Background: an optimization exercise with open tools, aiming at small area, a short achievable clock period and few clock cycles per item. Do not read the settings as production practice.
In this exercise RTL edits were held to simulation tests only and were not proved equivalent to the original.

## the previous run
==> flow/config.mk <==
export PLATFORM = sky130hd
export DESIGN_NAME = conv_top
export DESIGN_NICKNAME = conv_top
export VERILOG_FILES = /design/flow/design.v
export SDC_FILE = /design/flow/constraint.sdc
export NUM_CORES = 4
export LEC_CHECK = 0
export CAP_MARGIN = 20
export CORE_MARGIN = 2
export CORE_UTILIZATION = 60
export SETUP_SLACK_MARGIN = 5.0
export SLEW_MARGIN = 20
export SYNTH_HIERARCHICAL = 1
export SYNTH_MINIMUM_KEEP_SIZE = 0
==> flow/constraint.sdc <==
create_clock -name core_clock -period 10.0 [get_ports {clk}]
set_input_delay 2.0000 -clock core_clock [delete_from_list [all_inputs] [get_ports {clk}]]
set_output_delay 2.0000 -clock core_clock [all_outputs]
set_load 0.01 [all_outputs]
standard.sh (not shown) runs the stock make flow with config.mk's settings and CLKGATE_MAP_FILE= SYNTH_SCRIPT=/design/flow/synth_recipe.tcl, a recipe that flattens the netlist after the stock synthesis.
==> flow/flow/run.sh <==
#!/bin/bash
# Own flow: the standard layout (standard.sh) unchanged, except that the
# port buffers are plain buffers (buf_2) rather than the cell buffer_ports
# picks by default (clkdlybuf4s50_1, a slow delay cell).
set -euo pipefail
bash standard.sh synth > synth.log 2>&1
bash standard.sh BUFFER_PORTS_ARGS="-buffer_cell sky130_fd_sc_hd__buf_2" finish > layout.log 2>&1
Testbench counts of the previous run, summed over its fixed seeds: cycles 768, items 256.
Input changes introduced in the current run (baseline for comparison: the previous run):
--- a/flow/design.v
+++ b/flow/design.v
@@ -2107,6 +2107,25 @@
     assign s  = a ^ b ^ c;
     assign co = (a & b) | (a & c) | (b & c);
 endmodule
+module conv_ha(input a, input b, output s, output co);
+    assign s  = a ^ b;
+    assign co = a & b;
+endmodule
+module conv_pp3(input s1, input a, input s2, input b, input s3, input c, output y);
+    assign y = ~((s1 & a) | (s2 & b) | (s3 & c));
+endmodule
+module conv_pp2(input s1, input a, input s3, input c, output y);
+    assign y = ~((s1 & a) | (s3 & c));
+endmodule
+module conv_bpp(input one, input two, input neg, input a, input b, output y);
+    assign y = ((a & one) | (b & two)) ^ neg;
+endmodule
+module conv_bpp0(input one, input neg, input a, output y);
+    assign y = (a & one) ^ neg;
+endmodule
+module conv_cy(input a, input b, input t, input c, output co);
+    assign co = (a & b) | (t & c);
+endmodule
 module conv_xor2(input a, input b, output y);
     assign y = a ^ b;
 endmodule
==> comparison <==
- From the current run to the previous run, number of vias after detailed routing did not move at all.
- Between the current run and the previous run, the difference in worst hold slack after final layout is negligible.
- From the current run to the previous run, number of flip-flops and latches in the synthesized netlist did not move at all.
- Diff the previous run..the current run | routed wire length | unchanged
- From the previous run to the current run the numbers moved as follows: shortest period the worst path allows flat; multi-input logic portion of the cell area flat.
- Comparing the current run against the previous run, there is no change at all in critical path depth.
- Comparing the previous run against the current run, there is no change at all in final global-route overflow total.
Testbench counts of the current run, summed over its fixed seeds: cycles 768, items 256.

--- another note on this design; it stands on its own ---

==> flow/design.v (excerpt) <==
module conv_top(
    input           clk,
    input           rst_n,
    input           start,
    input   [127:0] feature,
    input   [71:0]  weight,
    output          ready,
    output          done,
    output  [7:0]   c11_sa,
    output  [7:0]   c12_sa,
    output  [7:0]   c21_sa,
    output  [7:0]   c22_sa,
    output  [7:0]   c11_custom,
    output  [7:0]   c12_custom,
    output  [7:0]   c21_custom,
    output  [7:0]   c22_custom,
    output  [7:0]   c11_serial,
    output  [7:0]   c12_serial,
    output  [7:0]   c21_serial,
    output  [7:0]   c22_serial
);
clock: 10.0 ns
lec_check: 0
cap_margin: 20
core_margin: 2
core_utilization: 60
slew_margin: 20
synth_hierarchical: 1
synth_minimum_keep_size: 0
standard.sh (not shown) runs the stock make flow with config.mk's settings and CLKGATE_MAP_FILE= SYNTH_SCRIPT=/design/flow/synth_recipe.tcl, a recipe that flattens the netlist after the stock synthesis.
==> flow/flow/run.sh <==
#!/bin/bash
# Own flow: the standard layout (standard.sh) unchanged, except that the
# port buffers are plain buffers (buf_2) rather than the cell buffer_ports
# picks by default (clkdlybuf4s50_1, a slow delay cell).
set -euo pipefail
bash standard.sh synth > synth.log 2>&1
bash standard.sh BUFFER_PORTS_ARGS="-buffer_cell sky130_fd_sc_hd__buf_2" finish > layout.log 2>&1
The baseline produced a clean layout.
Testbench counts at the start, summed over its fixed seeds: cycles 512, items 256.
Change:
- CORE_UTILIZATION: 60 -> 40
What happened: Die area is higher by well over a third; cell area grows slightly; routed wire length goes up by a little under a tenth.

========
== the previous run ==
Another version of the RTL of conv_top (not shown whole).
For scale: roughly 78 flip-flops, about 16000 um^2 of cells after synthesis.
Settings: LEC_CHECK=0, CAP_MARGIN=20, CORE_MARGIN=2, CORE_UTILIZATION=70, SLEW_MARGIN=20, SYNTH_HIERARCHICAL=1, SYNTH_MINIMUM_KEEP_SIZE=0; clock period 10.0 ns.
Scripts as last shown in full above: flow/flow/run.sh
The previous run finished all stages; the layout is clean.
Testbench counts of the previous run, summed over its fixed seeds: cycles 768, items 256.
Here is what was changed in the inputs of the current run compared with the previous run.
- a change of CORE_UTILIZATION from 70 to 60
## What came out
Synthesized cell count came out exactly the same in the previous run and the current run.
Wire length is lower on the current run
Going from the previous run to the current run, slack of the critical path dropped 0.042 ns; post-synthesis net count roughly the same; fmax went down.
Sequential share of layout area: the current run vs the previous run — no meaningful difference
Wire length of the first global-routing pass: the current run vs the previous run — no meaningful difference

## static timing again, ports no longer ideal
How much do the figures lean on ideal ports? The routed layouts below were timed once more, with nothing changed but the port constraints.
Step 1 assumes that a clkbuf_16 drives the clock port and a buf_2 every other input.
Step 2 adds t to the input delays and takes it off the output delays; t is the mean of the earliest and latest rising clock arrival at the registers after step 1. Input paths then give back, and output paths get back, about the clock's delay inside the block.
a / b / c = no drivers / after step 1 / after step 2; a / b = the first two.
run | t, ns | slack for setup (ns) | worst slew at a driven data input, ns | cell pins on the clock port's net
the previous run of note 1 | 0.400 | 5.063 / 5.023 / 4.684 | 0.08 | 1
the current run of note 1 | 0.400 | 5.063 / 5.023 / 4.684 | 0.08 | 1
the first run of note 2 | 0.290 | 0.702 / 0.673 / 0.673 | 0.08 | 1
the second run of note 2 | 0.293 | 0.726 / 0.701 / 0.701 | 0.12 | 1
the previous run of note 3 | 0.402 | 4.904 / 4.855 / 4.534 | 0.08 | 1
the current run of note 3 | 0.396 | 4.862 / 4.816 / 4.570 | 0.08 | 1
After both steps every run listed still meets setup and hold.
